From an optimization exercise on the open Yosys and OpenROAD flow, aimed at small area and a short achievable clock period; shortcuts taken in it are not production practice. At most, simulation tests tie the RTL to the original design; equivalence was not proved. Power and IR drop assume default switching activity.

build 16:
==> flow/design.v <==
module SPI_RAM (din, dout ,rx_valid, tx_valid , clk, rst_n);
parameter MEM_DEPTH=256;
parameter ADDR_SIZE=8;
input clk, rst_n, rx_valid;
input [9:0] din;
output  reg tx_valid;
output reg [ADDR_SIZE-1:0] dout;
reg [7:0] read_address;
reg [7:0] rdbuf;    
reg       pend;     
reg [2:0] ph;       
reg       slot;     
reg [7:0] tapreg;   
wire [4:0] ra = read_address[7:3];
wire       cmd  = rst_n & rx_valid;
wire       land = pend & slot;
reg  [7:0] tap6;
wire [7:0] s6 [0:31];
genvar g;
generate
  for (g = 0; g < 32; g = g + 1) begin : rg
    reg [63:0] s;
    wire we = land & (ra == g);
    always @(posedge clk)
      s <= {s[55:0], we ? rdbuf : s[63:56]};
    assign s6[g] = s[55:48];
  end
endgenerate
integer k;
always @(*) begin
  tap6 = 8'd0;
  for (k = 0; k < 32; k = k + 1)
    tap6 = tap6 | ({8{ra == k}} & s6[k]);
end
always @(posedge clk) begin
  ph     <= ph + 3'd1;
  slot   <= (ph + 3'd1) == read_address[2:0];
  tapreg <= tap6;
end
always @(posedge clk) begin
  if (cmd && ~din[8])
    read_address <= din[7:0];
end
always @(posedge clk) begin
  if (cmd && din[9:8] == 2'b01) begin
    rdbuf <= din[7:0];
    pend  <= 1'b1;
  end
  else if (slot) begin
    if (pend)
      pend <= 1'b0;
    else
      rdbuf <= tapreg;
  end
end
always @(posedge clk or negedge rst_n) begin
	if (~rst_n) begin
		dout<=0;
		tx_valid<=0;
	end
	else if (rx_valid) begin
		if (din[9:8] == 2'b11) begin
		    dout<= rdbuf;
		    tx_valid<=1;
		end
	end
end
endmodule
module SPI_SLAVE (MOSI,MISO,SS_n,clk,rst_n,rx_data,rx_valid, tx_data, tx_valid);
input MOSI,SS_n,clk,rst_n,tx_valid;
input [7:0] tx_data;
output reg MISO;
output reg rx_valid;
output reg [9:0] rx_data; 
localparam [2:0] IDLE=3'd0, CHK_CMD=3'd1, WRITE=3'd2, READ_ADD=3'd3, READ_DATA=3'd4;
reg [2:0] cs,ns;
reg rd_flag;  
reg [3:0] state_countout;
reg[3:0] MISO_CountOut;
wire counter_enable;  
wire counter_done;  
reg MISO_CountEn; 
wire MISO_CountDone;
always@(posedge clk or negedge rst_n) begin
  if(~rst_n) begin
    cs<= IDLE;
  end
  else begin
    cs<=ns;
  end
end  
always@(*) begin
  case(cs)
  IDLE: begin 
    if(~SS_n) 
      ns=CHK_CMD;
    else 
      ns=IDLE;
  end
  CHK_CMD:
    if(~SS_n) begin
      if(MOSI && ~rd_flag) begin
         ns=READ_ADD;
        end
        else if(MOSI && rd_flag) begin
         ns=READ_DATA;
        end
        else begin
         ns=WRITE;
        end
    end
    else begin
      ns=IDLE;
    end
  READ_DATA:
    if(SS_n) begin
      ns=IDLE;
    end
    else begin
      ns=READ_DATA;
    end
  READ_ADD:
    if(SS_n) begin
      ns=IDLE;
    end
    else begin
      ns=READ_ADD;
    end
  WRITE:
     if(SS_n) begin
      ns=IDLE;
    end
    else begin
      ns=WRITE;
    end
default:begin 
  ns=IDLE;
end
    endcase
end
always@ (posedge clk or negedge  rst_n) begin
  if(!rst_n) begin
    rd_flag<=0;
  end
  else begin
    if(cs!=IDLE) begin
      if(cs==READ_ADD && counter_done) begin
        rd_flag<=1;
      end
      else if (cs==READ_DATA && counter_done && MISO_CountDone)begin
        rd_flag<=0;
      end
    end
  end
end
always@ (posedge clk) begin
  if(cs==IDLE) begin
    MISO<=0; 
    rx_data<=0;
  end
  else begin
  if(counter_enable) begin
    rx_data<={MOSI,rx_data[9:1]};
  end
  if(MISO_CountEn&&(cs==READ_DATA)) begin
    MISO<= tx_data[MISO_CountOut];
  end
end
end
always@(posedge clk or negedge rst_n) begin
  if(~rst_n) begin
    state_countout<=0;
    MISO_CountOut<=7;  
    MISO_CountEn<=0;
  end
  else begin
    if(cs==IDLE)begin
      state_countout<=0;
      MISO_CountOut<=7;
      MISO_CountEn<=0;
    end
    else if(counter_enable) begin
      state_countout<=state_countout+1;
    end
    if(counter_done) begin
      state_countout<=0;
      MISO_CountOut<=7;  
    end
    if(counter_done&&cs==READ_DATA)begin
    MISO_CountEn<=1;
    end
    if(MISO_CountEn) begin
      MISO_CountOut<=MISO_CountOut-1;
    end
    if (MISO_CountDone) begin
      MISO_CountOut<=7;
      MISO_CountEn<=0;
    end
  end  
end
assign counter_enable=(cs != IDLE && cs!=CHK_CMD && ~counter_done && ~MISO_CountEn)?1:0;
assign counter_done = (state_countout==4'b1010)?1:0;
assign MISO_CountDone = (MISO_CountOut== 0)?1:0;
always @(posedge clk ) begin
  if(counter_done)begin
    rx_valid<=1;
  end
  else begin
    rx_valid<=0;
  end
end
endmodule
module SPI_Wrapper(MISO, MOSI, SS_n, rst_n, clk);
input MOSI, SS_n, clk, rst_n;
output MISO;
wire [9:0] rxdata;
wire [7:0] txdata;
wire rx_valid,tx_valid;
SPI_RAM #(256,8) R (rxdata, txdata, rx_valid, tx_valid , clk, rst_n);
SPI_SLAVE  S (MOSI,MISO,SS_n,clk,rst_n,rxdata,rx_valid, txdata, tx_valid);
endmodule
clock: 4.0 ns
lec_check: 0
cap_margin: 20
core_margin: 2
core_utilization: 40
slew_margin: 20
run.sh (not shown) runs the stock make flow with config.mk's settings and CLKGATE_MAP_FILE= SYNTH_SCRIPT=/design/flow/synth_recipe.tcl, a recipe that flattens the netlist after the stock synthesis.
Build 16 finished every stage and its layout cleared the timing, DRC and antenna checks.
Inputs modified between build 16 and build 39:
-- flow/design.v --
<<< build 16, line 10
reg       pend;     
reg [2:0] ph;       
reg       slot;     
reg [7:0] tapreg;   
wire [4:0] ra = read_address[7:3];
wire       cmd  = rst_n & rx_valid;
wire       land = pend & slot;
reg  [7:0] tap6;
wire [7:0] s6 [0:31];
genvar g;
generate
  for (g = 0; g < 32; g = g + 1) begin : rg
    reg [63:0] s;
    wire we = land & (ra == g);
    always @(posedge clk)
      s <= {s[55:0], we ? rdbuf : s[63:56]};
    assign s6[g] = s[55:48];
  end
endgenerate
integer k;
always @(*) begin
  tap6 = 8'd0;
  for (k = 0; k < 32; k = k + 1)
    tap6 = tap6 | ({8{ra == k}} & s6[k]);
end
always @(posedge clk) begin
  ph     <= ph + 3'd1;
  slot   <= (ph + 3'd1) == read_address[2:0];
  tapreg <= tap6;
end
always @(posedge clk) begin
  if (cmd && ~din[8])
>>> build 39, line 10
reg       pend;     
reg [2:0] ph;       
wire [4:0] ra = read_address[7:3];
wire       slot = (ph == read_address[2:0]);
wire       cmd  = rst_n & rx_valid;
wire [255:0] taps;
wire [7:0]   tapsel = taps[ra*8 +: 8];
genvar g;
generate
  for (g = 0; g < 32; g = g + 1) begin : rg
    reg [63:0] s;
    wire we = pend & slot & (ra == g);
    always @(posedge clk)
      s <= {s[55:0], we ? rdbuf : s[63:56]};
    assign taps[g*8 +: 8] = s[63:56];
  end
endgenerate
always @(posedge clk)
  ph <= ph + 3'd1;
always @(posedge clk) begin
  if (cmd && ~din[8])
<<< build 16, line 51
      pend <= 1'b0;
    else
      rdbuf <= tapreg;
  end
end
>>> build 39, line 40
      pend <= 1'b0;
    else
      rdbuf <= tapsel;
  end
end
Build 39 vs build 16: post-route cell area down slightly. Build 16 → build 39: synthesized net count shows a reduction of 125, largest fanout on the critical path shows a reduction of 3, signed area change from the synthesized netlist to the final layout shows an increase of 0.67 points, die outline width shows a reduction of about 0.56%, switching power summed over all nets shows an increase of about 0.46%.
Function not checked in build 16: the RTL went through the layout flow alone.

-- static timing again, ports no longer ideal --
The results above use ideal ports. As a check the final layouts listed here were re-extracted and re-timed, cells and wires unchanged.
Step 1: set_driving_cell puts a clkbuf_16 on clk and a buf_2 on each other input, an assumption about the parent block.
Step 2 moves the port delays by t, midway between the first and last clock arrival at a register: inputs arrive t later, outputs are due t later. That takes back most of the time a late clock gives input paths.
Three values: ideal, step 1, step 2; two values: the first two.
run | t, ns | slack for setup (ns) | worst setup path after step 2 | worst data-port slew with drivers (ns)
build 16 | 0.816 | 1.051 / 1.051 / 1.051 | register to register | 0.03
build 39 | 0.824 | 0.904 / 0.904 / 0.904 | register to register | 0.05
After both steps every run listed still meets setup and hold.
